This is an optimization exercise on Yosys and OpenROAD, whose aim is small area, not a production implementation.
Function was checked by simulation only, so behaviour that the tests miss may differ from the original.
No activity file was given, so power comes from the tool's default toggle rates.

==> flow/design.v, too long to show whole: its modules and the start of the top module <==
// module playrec: 858 lines
// module fa_cell: 3 lines
// module sel_dec: 7 lines
// module ha_cell: 3 lines
module playrec(
	input			CLOCK_50, reset,
	output reg	[21:0]	ram_addr,
	output	[15:0]	ram_data_in,
	output			ram_read, ram_write,
	input	[15:0]	ram_data_out,
	input			ram_valid, ram_waitrq,
	output	[15:0]	audio_out,
	input	[15:0]	audio_in,
	input			audio_out_allowed, audio_in_available,
	output			write_audio_out, read_audio_in,
	input			play, record, pause,
	input	[1:0]	speed,
	input [2:0] sel
);
  // ...
==> flow/flow/run.sh <==
#!/bin/bash
# Standard ORFS layout (the standard.sh, unchanged synthesis) with two
# layout-only choices passed to the ORFS scripts:
#  - port buffers use the smallest buffer cell (every port is still buffered)
#  - clock tree synthesis without dummy loads
set -euo pipefail
export BUFFER_PORTS_ARGS="-buffer_cell sky130_fd_sc_hd__buf_1"
export CTS_ARGS="-sink_clustering_enable -repair_clock_nets -dont_use_dummy_load -buf_list sky130_fd_sc_hd__clkbuf_4 -sink_clustering_size 10 -sink_clustering_max_diameter 50"
bash standard.sh > standard_flow.log 2>&1
==> flow/standard.sh <==
#!/bin/bash
# synth_recipe.tcl (not shown) runs the flow's synth.tcl, then flattens the netlist and writes it again
# the make line also repeats each setting of config.mk as NAME=value (left out here)
make -C /OpenROAD-flow-scripts/flow DESIGN_CONFIG=/design/flow/config.mk WORK_HOME=/design/flow/orfs CLKGATE_MAP_FILE= SYNTH_SCRIPT=/design/flow/synth_recipe.tcl "${@:-finish}"
==> flow/config.mk <==
export PLATFORM = sky130hd
export DESIGN_NAME = playrec
export DESIGN_NICKNAME = playrec
export VERILOG_FILES = /design/flow/design.v
export SDC_FILE = /design/flow/constraint.sdc
export NUM_CORES = 4
export LEC_CHECK = 0
export CAP_MARGIN = 20
export CORE_MARGIN = 2
export CORE_UTILIZATION = 40
export SETUP_SLACK_MARGIN = 0.2
export SLEW_MARGIN = 20
export SYNTH_HIERARCHICAL = 1
export SYNTH_MINIMUM_KEEP_SIZE = 0
==> flow/constraint.sdc <==
create_clock -name core_clock -period 10.0 [get_ports {CLOCK_50}]
set_input_delay 2.0000 -clock core_clock [delete_from_list [all_inputs] [get_ports {CLOCK_50}]]
set_output_delay 2.0000 -clock core_clock [all_outputs]
set_load 0.01 [all_outputs]
==> flow_metrics.env, run 1 <==
export IMPL_fin_nets=1488
export IMPL_setup_viol=0
export IMPL_postCtsSetupRepairBufs=0
export IMPL_antenna_cells=1
export IMPL_ys_warn_count=7
export IMPL_drc=0
export IMPL_gr_usage_met3_pct=4.19
export IMPL_syn_area_per_cell_um2=12.0
export IMPL_status="finished clean"
export IMPL_syn_nets=1417
export IMPL_fin_crit_sh_pct=96.3
export IMPL_dieHeight_um=185
export IMPL_wl_met3_um=3030
export IMPL_n_clock_buffer=31
export IMPL_total_power_w=0.00483
export IMPL_multi_input_area_share_pct=59.1
export IMPL_drtPass1Iterations=6
export IMPL_powerComb_w=0.00332
export IMPL_core_area_um2=32400
export IMPL_finish_utilization_pct=43.7
export IMPL_final_nonclk_buf_share_pct=3.43
export IMPL_start_kind="input pin"
export IMPL_grt_use_met2_pct=35.2
export IMPL_layout_common_cells="dfxtp_1, fa_1, nand2_1, o22ai_1, o21ai_0"
export IMPL_dominant_cell_class="multi-input gates"
export IMPL_pre_cts_slack_ns=0.237
export IMPL_sh_seq_area_pct=31.2
export IMPL_seq_cell_power_w=0.00109
export IMPL_inv_count=20
export IMPL_grt_max_degree=33
==> run 2, diff against run 1 <==
--- a/flow/flow/run.sh
+++ b/flow/flow/run.sh
@@ -7,3 +7,3 @@
 export BUFFER_PORTS_ARGS="-buffer_cell sky130_fd_sc_hd__buf_1"
-export CTS_ARGS="-sink_clustering_enable -repair_clock_nets -dont_use_dummy_load -buf_list sky130_fd_sc_hd__clkbuf_4 -sink_clustering_size 10 -sink_clustering_max_diameter 50"
+export CTS_ARGS="-sink_clustering_enable -repair_clock_nets -dont_use_dummy_load -buf_list sky130_fd_sc_hd__clkbuf_4"
 bash standard.sh > standard_flow.log 2>&1
==> run 2 against run 1 <==
  * Combinational power about the same
  * Die area unchanged
  * Critical endpoint unchanged
  * Utilization up 0.49 points
  * Sequential share of layout area down 0.35 points
  * Power up 2.8%
  * Largest cell class unchanged
==> flow_metrics.env, run 2 <==
export IMPL_rows=66
export IMPL_die_width_um=185
export IMPL_rsz0062_at_grt="yes"
export IMPL_postCtsSetupRepairBufs=0
export IMPL_dp_hpwl_um=28900
export IMPL_place_gp_congestion=0.897
export IMPL_top_register="ram_addr"
export IMPL_r2r_setup_slack_ns=2.99
export IMPL_io_pins=104
export IMPL_drtIter0Drc=868
export IMPL_final_common_cell="dfxtp_1"
export IMPL_grt_pass1_wl_um=56300
export IMPL_htree_levels=2
export IMPL_cts_tree="built"
export IMPL_start_kind="input pin"
export IMPL_placed_cells=1568
export IMPL_power_density_nw_per_um2=347
export IMPL_clockBufferDepth=3
export IMPL_netlist_instances=1090
export IMPL_wire_per_inst_um=22.3
export IMPL_ys_warn_count=7
export IMPL_grt_busiest_layer="met2"
export IMPL_cts_hold_buffers=0
export IMPL_grt_pass1_vias=9936
export IMPL_syn_area_per_cell_um2=12.0
export IMPL_path_class="in2out"
export IMPL_cp_endpoint="ram_data_in[15]"
export IMPL_track_usage_pct=21.9
export IMPL_relSlewSlack_pct=49.9
export IMPL_fmax_mhz=104
export IMPL_slew_viol_final=0
export IMPL_final_setup_skew_ns=0.104
export IMPL_fin_nets=1513
export IMPL_cp_arrival_ns=7.60
export IMPL_gr_usage_met3_pct=5.25
export IMPL_synth_area_um2=13100
export IMPL_hold_violations=0
export IMPL_dieHeight_um=185
export IMPL_final_layout_size_suffix_gt1_share_pct=10.2
export IMPL_grt_use_met2_pct=34.8
export IMPL_rr_endpoint="s4[16]"
export IMPL_cts_repair_resized=0
export IMPL_core_area_um2=32400
export IMPL_vias=9140
export IMPL_final_min_clock_period_ns=9.60
export IMPL_cp_end_kind="output port"
export IMPL_tightest_slew_ns=0.751
export IMPL_hold_path_class="reg2reg"
export IMPL_largest_register_ffs=22
export IMPL_crit_path_start="sel[0]"
export IMPL_layout_common_cells="dfxtp_1, fa_1, nand2_1, o22ai_1, o21ai_0"
export IMPL_clk_latency_ns=0.69
export IMPL_routed_wl_um=36300
export IMPL_start_util_pct=40.5
export IMPL_cts_root_buf="clkbuf_4"
export IMPL_antenna_found_initial=1
export IMPL_clock_sinks=221
export IMPL_syn_to_final_growth_pct=9.24
export IMPL_instances_no_fill=1627
export IMPL_met1_usage_pct=28.9
export IMPL_drc=0
export IMPL_syn_nets=1417
export IMPL_holdCritStartpoint="x2[4]"
export IMPL_r2r_start="x3[0]"
export IMPL_whs_ns=0.307
export IMPL_rr_worst_depth=18
export IMPL_die_area_um2=34200
export IMPL_clk_pin_slew_ns=0.06
export IMPL_p_leak_nw=6.08
export IMPL_cp_required_ns=8.00
export IMPL_ir_worst_vdd_uv=366
export IMPL_nFillCells=3080
export IMPL_antenna_left=0
export IMPL_maxCapViolations=0
export IMPL_drtPass1Iterations=8
export IMPL_grt_max_degree=33
export IMPL_worstPathMaxFanout=19
export IMPL_overflow=0
export IMPL_fin_crit_sh_pct=96.0
export IMPL_cts_inserted_buffers=58
export IMPL_total_power_w=0.00497
export IMPL_status="finished clean"
export IMPL_setup_viol=0
export IMPL_numPortBuffers=71
export IMPL_vias_per_cell=5.62
export IMPL_setup_tns_ns=0
==> run 2: final cells by class <==
cell class | count | area (um^2) | area share (%)
multi-input cells | 788 | 8350 | 58.3
diodes | 1 | 2.50 | 0.0175
repair buffers | 97 | 475 | 3.32
flip-flops and latches | 221 | 4420 | 30.9
well taps | 442 | 553 | 3.86
clock buffers | 58 | 435 | 3.04
inverters | 20 | 75.1 | 0.524
==> run 2: worst min-delay path by stage <==
stage | end | depth (start not counted)
global route | x3[4] | 0
global placement | x6[0] | 0
CTS | x3[4] | 0
detailed placement | x6[0] | 0
floorplan | x6[0] | 0
finish | x3[4] | 0
==> run 2: critical path, cell delays in order <==
cell	delay (ns)
buf_1	0.07
buf_4	0.23
nor2_2	0.06
and2_2	0.20
inv_1	0.55
o22ai_1	0.29
fa_1	0.51
fa_1	0.46
fa_1	0.46
fa_1	0.42
fa_1	0.42
ha_1	0.35
a21oi_1	0.24
o21ai_1	0.12
o21ai_0	0.24
o21ai_0	0.13
a211o_1	0.33
a21oi_1	0.21
xnor2_1	0.13
buf_1	0.16
==> run 2: through the flow <==
step                utilization, %  area (um^2)  worst slack (ns)
detailed placement            42.8        13900             0.237
finish                        44.2        14300             0.398
global route                  44.2        14300             0.198
global placement              42.8        13900             0.359
floorplan                        -        13100              1.16
CTS                           44.2        14300             0.229
==> run 2: metal layers <==
| layer | vias up | share of wire, % |
|---|---|---|
| met5 | - | 0 |
| met1 | 4556 | 42 |
| met2 | 493 | 47 |
| met3 | 70 | 8.5 |
| li1 | 4021 | - |
| met4 | 0 | 3.3 |
==> run 2: power breakdown <==
part	switching, W	leakage (nW)	internal, W
combinational	0.00198	3.96	0.00132
clock	0.000311	0.267	0.000261
sequential	0.000120	1.86	0.000969
total	0.00241	6.08	0.00255

## port drivers added, routing unchanged
In the flow no input, the clock included, has a driving cell. The finished layouts below were timed again as built, in two steps.
Step 1 (the two cells are an assumption about what drives the block):
set clk [get_ports {CLOCK_50}]
set_driving_cell -lib_cell sky130_fd_sc_hd__clkbuf_16 $clk
set_driving_cell -lib_cell sky130_fd_sc_hd__buf_2 [delete_from_list [all_inputs] $clk]
Step 2 adds t to the input delays and takes it off the output delays; t is the mean of the earliest and latest rising clock arrival at the registers after step 1. Input paths then give back, and output paths get back, about the clock's delay inside the block.
Slacks: no drivers / after step 1 / after step 2; pairs: no drivers / after step 1.
| run | shift t [ns] | slack for setup (ns) | worst hold slack (ns) | worst data-port slew with drivers (ns) |
|---|---|---|---|---|
| run 1 | 0.744 | 0.370 / 0.351 / 0.351 | 0.330 / 0.330 / 0.330 | 0.06 |
| run 2 | 0.679 | 0.398 / 0.377 / 0.377 | 0.307 / 0.307 / 0.307 | 0.06 |
After both steps every run listed still meets setup and hold. For run 2, which loses most, drivers alone change the setup slack by -0.021 ns; drivers and shift together by -0.021 ns.
